Source: an optimization exercise on an open RTL-to-GDS flow (aim: small area and a short achievable clock period). Production flows keep margins and buffers that such runs may drop.
Only simulation tests tie the RTL to the original design; equivalence was not proved.

==> inputs of trial 70 <==
// nn
module nn #(parameter SIZE = 32) (
    input [SIZE-1:0] input_1,
    input [SIZE-1:0] input_2,
    input clk,
    input resetn,
    input enable,
    output [SIZE-1:0] final_output,
    output reg total_ovf,
    output reg total_zero,
    output [2:0] ovf_fsm_stage,
    output [2:0] zero_fsm_stage
);
    localparam [4:0] S_PRE = 5'd0, S_IN = 5'd1, S_OUT = 5'd2, S_POST = 5'd3,
                     S_IDLE = 5'd4, S_DEACT = 5'd8, S_LOAD = 5'd15;
    reg [4:0] st, nst;
    reg is_pre;          
    reg is_idle;         
    reg [28:0] fo_hi;    
    reg fo_2;            
    reg fo_lo;           
    assign final_output = {fo_hi, fo_2, fo_lo, fo_lo};
    reg [2:0] ostg_n, zstg_n;
    assign ovf_fsm_stage = ~ostg_n;
    assign zero_fsm_stage = ~zstg_n;
    reg [4:0] nst0, nst1;
    always @(*) begin
        case (st)
            S_DEACT: begin nst0 = S_DEACT; nst1 = fo_2 ? S_PRE : S_LOAD; end
            S_IDLE:  begin nst0 = S_DEACT; nst1 = S_PRE; end
            S_PRE:   begin nst0 = S_IN;    nst1 = S_IN; end
            S_IN:    begin nst0 = S_OUT;   nst1 = S_OUT; end
            S_OUT:   begin nst0 = S_POST;  nst1 = S_POST; end
            S_POST:  begin nst0 = S_IDLE;  nst1 = S_IDLE; end
            default: begin nst0 = st + 5'd1; nst1 = st + 5'd1; end
        endcase
    end
    always @(*) nst = enable ? nst1 : nst0;
    wire pre0 = (nst0 == S_PRE), pre1 = (nst1 == S_PRE);
    always @(posedge clk or negedge resetn)
        if (!resetn) begin
            st <= S_DEACT;
            is_pre <= 1'b0;
            is_idle <= 1'b0;
        end else begin
            st <= nst;
            is_pre <= enable ? pre1 : pre0;
            is_idle <= (st == S_POST);
        end
    reg signed [29:0] X;
    reg signed [30:0] Y;
    reg zxy;
    wire zin, zpre;
    nn_zdet ZD (.a(input_1[31:2]), .b(input_2[31:1]), .en(is_pre), .z(zin), .zen(zpre));
    always @(posedge clk) begin
        zxy <= zin;
        if (is_pre) begin
            X <= input_1[31:2];
            Y <= input_2[31:1];
        end
    end
    wire x3, y3, x4, y4, xq, yq;
  ...
Settings: LEC_CHECK=0, CAP_MARGIN=20, CORE_MARGIN=2, CORE_UTILIZATION=60, CTS_BUF_LIST=sky130_fd_sc_hd__clkbuf_8, CTS_CLUSTER_DIAMETER=100, CTS_CLUSTER_SIZE=40, SLEW_MARGIN=20, SYNTH_HIERARCHICAL=1; clock period 21.0 ns.
standard.sh (not shown) runs the stock make flow with config.mk's settings and CLKGATE_MAP_FILE= SYNTH_SCRIPT=/design/flow/synth_recipe.tcl, a recipe that flattens the netlist after the stock synthesis.
==> flow/flow/run.sh <==
#!/bin/bash
# Standard ORFS layout (the standard.sh), with changes to how it is made only:
#  - port buffers: buf_1 on inputs, buf_2 on outputs (flow/ports.tcl) instead of
#    the resizer's default pick (a slow delay buffer);
#  - timing repair aims at a setup margin below the clock period, so paths are
#    repaired toward the period the design can reach rather than only to 21 ns.
# Synthesis is the standard one, unchanged. Each tool's log stays under orfs/logs;
# make's own output goes to make_*.log here.
set -euo pipefail
here=$(pwd)
bash standard.sh synth > make_synth.log 2>&1
export DONT_BUFFER_PORTS=1
export PRE_GLOBAL_PLACE_TCL=$here/flow/ports.tcl
export SETUP_SLACK_MARGIN=15.65
bash standard.sh > make_layout.log 2>&1
==> flow/flow/ports.tcl <==
# Port buffers (sourced before global placement, in place of ORFS's own
# buffer_ports call): every input and output port still gets a buffer.
buffer_ports -inputs -buffer_cell sky130_fd_sc_hd__buf_1
buffer_ports -outputs -buffer_cell sky130_fd_sc_hd__buf_2
==> trial 10 (differences from trial 70) <==
==> flow/flow/run.sh (replaced) <==
#!/bin/bash
# Standard ORFS layout (the standard.sh), with two changes to how it is made:
#  - port buffers are sky130_fd_sc_hd__buf_2 instead of the resizer's default pick
#    (a slow delay buffer), so the input and output paths are not padded;
#  - timing repair aims at a setup margin below the clock period, so paths are
#    repaired toward the period the design can reach rather than only to 21 ns.
# Synthesis is the standard one, unchanged. Each tool's log stays under orfs/logs.
set -euo pipefail
bash standard.sh synth > make_synth.log 2>&1
export BUFFER_PORTS_ARGS="-buffer_cell sky130_fd_sc_hd__buf_2"
export SETUP_SLACK_MARGIN=15.75
bash standard.sh > make_layout.log 2>&1
- CTS_BUF_LIST: sky130_fd_sc_hd__clkbuf_8 -> unset
- CTS_CLUSTER_DIAMETER: 100 -> unset
- CTS_CLUSTER_SIZE: 40 -> unset
removed: flow/flow/ports.tcl
==> impl_metrics.ini <==
[outcome]
status = no timing/DRC/antenna violations

[placement]
globalplace.congestion = 0.926

[layout]
drive_above_1_share_pct = 22.8

[global_route]
use_met1_pct = 42.5

[critical_path]
critPathTopFamily = simple AND/OR/NAND/NOR gates

[sta]
tightest_slew_ns = 0.857

[routing]
drt_iter0_markers = 675

[clock_tree]
clk_pin_slew_ns = 0.06
[end of results for trial 10]
==> impl_metrics.ini <==
[sta]
tightest_slew_ns = 0.837

[global_route]
use_met1_pct = 41.6

[routing]
drt_iter0_markers = 565
wl_met3_um = 1640

[layout]
drive_above_1_share_pct = 14.1

[placement]
dpl.cell_count = 1077

[clock_tree]
clk_pin_slew_ns = 0.08

[critical_path]
critPathTopFamily = adder cells

[outcome]
status = no timing/DRC/antenna violations
[end of results for trial 70]

-- port drivers added, routing unchanged --
No port has a modelled driver above. Below, the same layouts with a new extraction and two added sets of constraints. Step 1 assumes that a clkbuf_16 drives the clock port and a buf_2 every other input. Step 2, shift: input delay + t, output delay - t, t = (earliest + latest rising clock arrival at the registers) / 2. This alone moves slack from input paths to output paths. Slacks: ideal ports / drivers / drivers and shift; pairs: ideal ports / drivers.
run | t, ns | setup slack, ns | latest minus earliest clock arrival (ns) | cell pins on the clock port's net
trial 70 | 0.469 | 15.719 / 15.719 / 15.317 | 0.028 / 0.028 | 1
trial 10 | 0.464 | 15.775 / 15.747 / 15.323 | 0.017 / 0.017 | 1
After both steps every run listed still meets setup and hold. The setup slack of trial 10, which loses most, moves by -0.028 ns with the drivers and by -0.452 ns with both steps.
